Context: an optimization exercise on an open-source flow, tuned for small area. The choices shown serve that exercise and are no tape-out recipe. Function was checked by simulation only, so behaviour that the tests miss may differ from the original. Power figures rest on the tool's default switching activity, not on a simulated workload.

== job 3563 ==
## aftab_core
module aftab_core #(parameter size = 32) (
    input clk,
    input rst,
    input memReady,
    input [7:0] memDataIn,
    output [7:0] memDataOut,
    output memRead,
    output memWrite,
    output [size-1:0] memAddr,
    input machineExternalInterrupt,
    input machineTimerInterrupt,
    input machineSoftwareInterrupt,
    input userExternalInterrupt,
    input userTimerInterrupt,
    input userSoftwareInterrupt,
    input [15:0] platformInterruptSignals,
    output interruptProcessing
);
Size: roughly 7100 cells after synthesis, roughly 1700 flip-flops, roughly 85000 um2 of cells after synthesis.
Settings: LEC_CHECK=0, CAP_MARGIN=20, CORE_MARGIN=2, CORE_UTILIZATION=40, PLACE_DENSITY=0.55, SLEW_MARGIN=20; clock period 12.0 ns.
standard.sh (not shown) runs the stock make flow with config.mk's settings and CLKGATE_MAP_FILE= SYNTH_SCRIPT=/design/flow/synth_recipe.tcl, a recipe that flattens the netlist after the stock synthesis.
==> flow/flow/run.sh <==
#!/bin/bash
# Layout flow: the standard ORFS flow (standard.sh: unchanged synthesis,
# floorplan, placement, routing) with three changes:
#  - clock tree synthesis uses clkbuf_8 and adds no dummy balancing loads;
#  - every port still gets its buffer, but the smallest buffer cell;
#  - the global-route step recovers area on paths with positive slack.
# The flow's full output goes to standard_flow.log; ORFS keeps each tool's
# log under orfs/logs.
set -euo pipefail
export CTS_ARGS="-sink_clustering_enable -repair_clock_nets -dont_use_dummy_load -buf_list sky130_fd_sc_hd__clkbuf_8"
export BUFFER_PORTS_ARGS="-buffer_cell sky130_fd_sc_hd__buf_1"
export RECOVER_POWER=100
bash standard.sh finish > standard_flow.log 2>&1
Final checks on job 3563, whose flow otherwise completed, came back failing, citing max-capacitance violations, max-slew violations.
Input changes introduced in job 2221 (baseline for comparison: job 3563):
==> flow/flow/run.sh <==
#!/bin/bash
# Layout flow: the standard ORFS flow (standard.sh: unchanged synthesis,
# floorplan, placement, routing) with these changes:
#  - clock tree synthesis uses clkbuf_4 and adds no dummy balancing loads;
#  - every port still gets its buffer, but the smallest buffer cell;
# The flow's full output goes to standard_flow.log; ORFS keeps each tool's
# log under orfs/logs.
set -euo pipefail
export CTS_ARGS="-sink_clustering_enable -repair_clock_nets -dont_use_dummy_load -buf_list sky130_fd_sc_hd__clkbuf_4"
export BUFFER_PORTS_ARGS="-buffer_cell sky130_fd_sc_hd__buf_1"
bash standard.sh finish > standard_flow.log 2>&1
diff --git a/flow/config.mk b/flow/config.mk
--- a/flow/config.mk
+++ b/flow/config.mk
@@ -10,2 +10,3 @@
 export CORE_UTILIZATION = 40
+export GPL_ROUTABILITY_DRIVEN = 0
 export PLACE_DENSITY = 0.55
[summary]
- Apart from job 3563, each of job 3563 and job 2221 ends the flow with a layout that passes the timing, design-rule and antenna checks.
- The final report for job 3563 shows a completed flow and a layout that fails verification, specifically max-capacitance violations, max-slew violations.
- Going from job 3563 to job 2221, cell area after placement shrank slightly.
- Compared with job 3563, job 2221 shows a non-clock buffer total of the final layout that is 6.5% lower.
- Relative to job 3563, internal reg-to-reg setup slack has decreased by 0.09 ns in job 2221.
- Of the two values seen for destination of the critical timing path, RF[28].r[31] was produced by job 3563 and PC[12] by job 2221.
- Max wire length across job 3563 and job 2221: job 3563
- Taking job 3563 as the reference, in job 2221 clock network power share moved down; reported net switching power now smaller; combinational power now sits lower; count of pins over their slew limit went down 2546.
- Against job 3563, number of nets in the final layout in job 2221 rose slightly.
Changes in job 665 relative to job 2221:
diff --git a/flow/config.mk b/flow/config.mk
--- a/flow/config.mk
+++ b/flow/config.mk
@@ -10,3 +10,2 @@
 export CORE_UTILIZATION = 40
-export GPL_ROUTABILITY_DRIVEN = 0
 export PLACE_DENSITY = 0.55
Results
- Job 665: full flow OK, the timing, design-rule and antenna checks passed
- There was hardly any difference in multi-input gate share of the layout cell area between job 2221 and job 665.
- Looking at wire length, job 665 sits 3.6% above job 2221.
- Looking at clock network latency to the later pin of the worst-skew pair, job 665 sits below job 2221.
- Delta (job 665 minus job 2221): pre-CTS setup slack climbed 0.84 ns; part of the total power dissipated in the clock network barely changed.
For job 1571, these inputs were changed with respect to job 665:
==> flow/run.sh (new file) <==
#!/bin/bash
# synth_recipe.tcl (not shown) runs the flow's synth.tcl, then flattens the netlist and writes it again
# the make line also repeats each setting of config.mk as NAME=value (left out here)
make -C /OpenROAD-flow-scripts/flow DESIGN_CONFIG=/design/flow/config.mk WORK_HOME=/design/flow/orfs CLKGATE_MAP_FILE= SYNTH_SCRIPT=/design/flow/synth_recipe.tcl finish
diff --git a/flow/config.mk b/flow/config.mk
--- a/flow/config.mk
+++ b/flow/config.mk
@@ -10,2 +10,3 @@
 export CORE_UTILIZATION = 40
+export CTS_BUF_LIST = sky130_fd_sc_hd__clkbuf_8
 export PLACE_DENSITY = 0.55
removed: flow/flow/run.sh
removed: flow/standard.sh
Notes after the runs:
Diff job 665 -> job 1571: worst reg-to-reg path cell count shrank by 2; shortest clock period the worst path allows after layout saw a decrease; wire length of the first global-routing pass shows an increase of 0.54%. Job 665 -> job 1571: standard cell area after detailed placement increased slightly. Job 1571 — relative contribution of combinational cells to total power 0.3 points lower, job 665 as reference. Proportion of cell area occupied by multi-input gates: job 665 and job 1571 compared, higher one is job 665. As far as number of inverters outside the clock class in the layout goes, job 1571 and job 665 are indistinguishable; the numbers are identical.
### job 1571 -> job 5511
==> flow/flow/run.sh (new file) <==
#!/bin/bash
# Layout flow: the standard ORFS flow (standard.sh: unchanged synthesis,
# floorplan, placement, routing) with these changes:
#  - clock tree synthesis uses clkbuf_4 and adds no dummy balancing loads;
#  - every port still gets its buffer, but the smallest buffer cell;
# The flow's full output goes to standard_flow.log; ORFS keeps each tool's
# log under orfs/logs.
set -euo pipefail
export CTS_ARGS="-sink_clustering_enable -repair_clock_nets -dont_use_dummy_load -buf_list sky130_fd_sc_hd__clkbuf_4"
export BUFFER_PORTS_ARGS="-buffer_cell sky130_fd_sc_hd__buf_1"
bash standard.sh finish > standard_flow.log 2>&1
==> flow/standard.sh (new file) <==
#!/bin/bash
# synth_recipe.tcl (not shown) runs the flow's synth.tcl, then flattens the netlist and writes it again
# the make line also repeats each setting of config.mk as NAME=value (left out here)
make -C /OpenROAD-flow-scripts/flow DESIGN_CONFIG=/design/flow/config.mk WORK_HOME=/design/flow/orfs CLKGATE_MAP_FILE= SYNTH_SCRIPT=/design/flow/synth_recipe.tcl "${@:-finish}"
diff --git a/flow/config.mk b/flow/config.mk
--- a/flow/config.mk
+++ b/flow/config.mk
@@ -10,4 +10,3 @@
 export CORE_UTILIZATION = 40
-export CTS_BUF_LIST = sky130_fd_sc_hd__clkbuf_8
-export PLACE_DENSITY = 0.55
+export PLACE_DENSITY = 0.7
 export SLEW_MARGIN = 20
removed: flow/run.sh
==> results.txt <==
The lower clock buffer and inverter area fraction after layout of job 1571 and job 5511 is in job 5511.
Per the comparison of job 5511 with job 1571, overall global routing resource usage has decreased; core utilization has decreased.
The inputs of job 3129 differ from those of job 5511 as listed below.
diff --git a/flow/config.mk b/flow/config.mk
--- a/flow/config.mk
+++ b/flow/config.mk
@@ -9,4 +9,4 @@
 export CORE_MARGIN = 2
-export CORE_UTILIZATION = 40
-export PLACE_DENSITY = 0.7
+export CORE_UTILIZATION = 50
+export PLACE_DENSITY = 0.65
 export SLEW_MARGIN = 20
Results
- Comparing job 3129 with job 5511, the minimum period implied by the final worst setup slack came out essentially unchanged.
- Total power: job 3129 > job 5511
- Looking at total via count in the routed design across both flows, job 3129 is the stronger of the two, with job 5511 trailing.
- Delta (job 3129 minus job 5511): share of the cycle needed by the critical path after routing saw little to no change, number of global-route vias before repair saw a decrease, die outline height saw a decrease, slew at the pin closest to its max-slew limit saw a decrease.
- CTS buffer count on job 3129 is down relative to job 5511.
- Comparing job 3129 and job 5511, the higher post-layout net count is on job 5511.
- Non-clock buffer count ended up 4.2% lower on job 3129 than on job 5511.

## static timing again, ports no longer ideal
The flow's constraints put no driver on any port. The routed layouts listed below were extracted and timed again, unchanged, in two steps. Step 1: set_driving_cell puts a clkbuf_16 on clk and a buf_2 on each other input, an assumption about the parent block. Step 2 also shifts input and output timing later by t, the mid clock arrival at the registers, as if the neighbouring blocks saw the same clock. Slacks: ideal / step 1 / step 2; pairs: ideal / step 1.
run | t (ns) | setup slack, ns | slew at the worst register clock pin (ns)
job 3563 | 1.119 | 0.584 / 0.584 / 0.513 | 0.07 / 0.07
job 2221 | 1.509 | 0.493 / 0.493 / 0.493 | 0.08 / 0.08
job 665 | 1.459 | 0.864 / 0.864 / 0.864 | 0.07 / 0.07
job 1571 | 1.111 | 1.054 / 1.054 / 1.054 | 0.08 / 0.08
job 5511 | 1.489 | 0.636 / 0.636 / 0.636 | 0.08 / 0.08
job 3129 | 1.486 | 0.633 / 0.633 / 0.633 | 0.07 / 0.07
For job 3563, which loses most, drivers alone change the setup slack by 0.000 ns; drivers and shift together by -0.071 ns. Setup slack includes reset recovery checks.
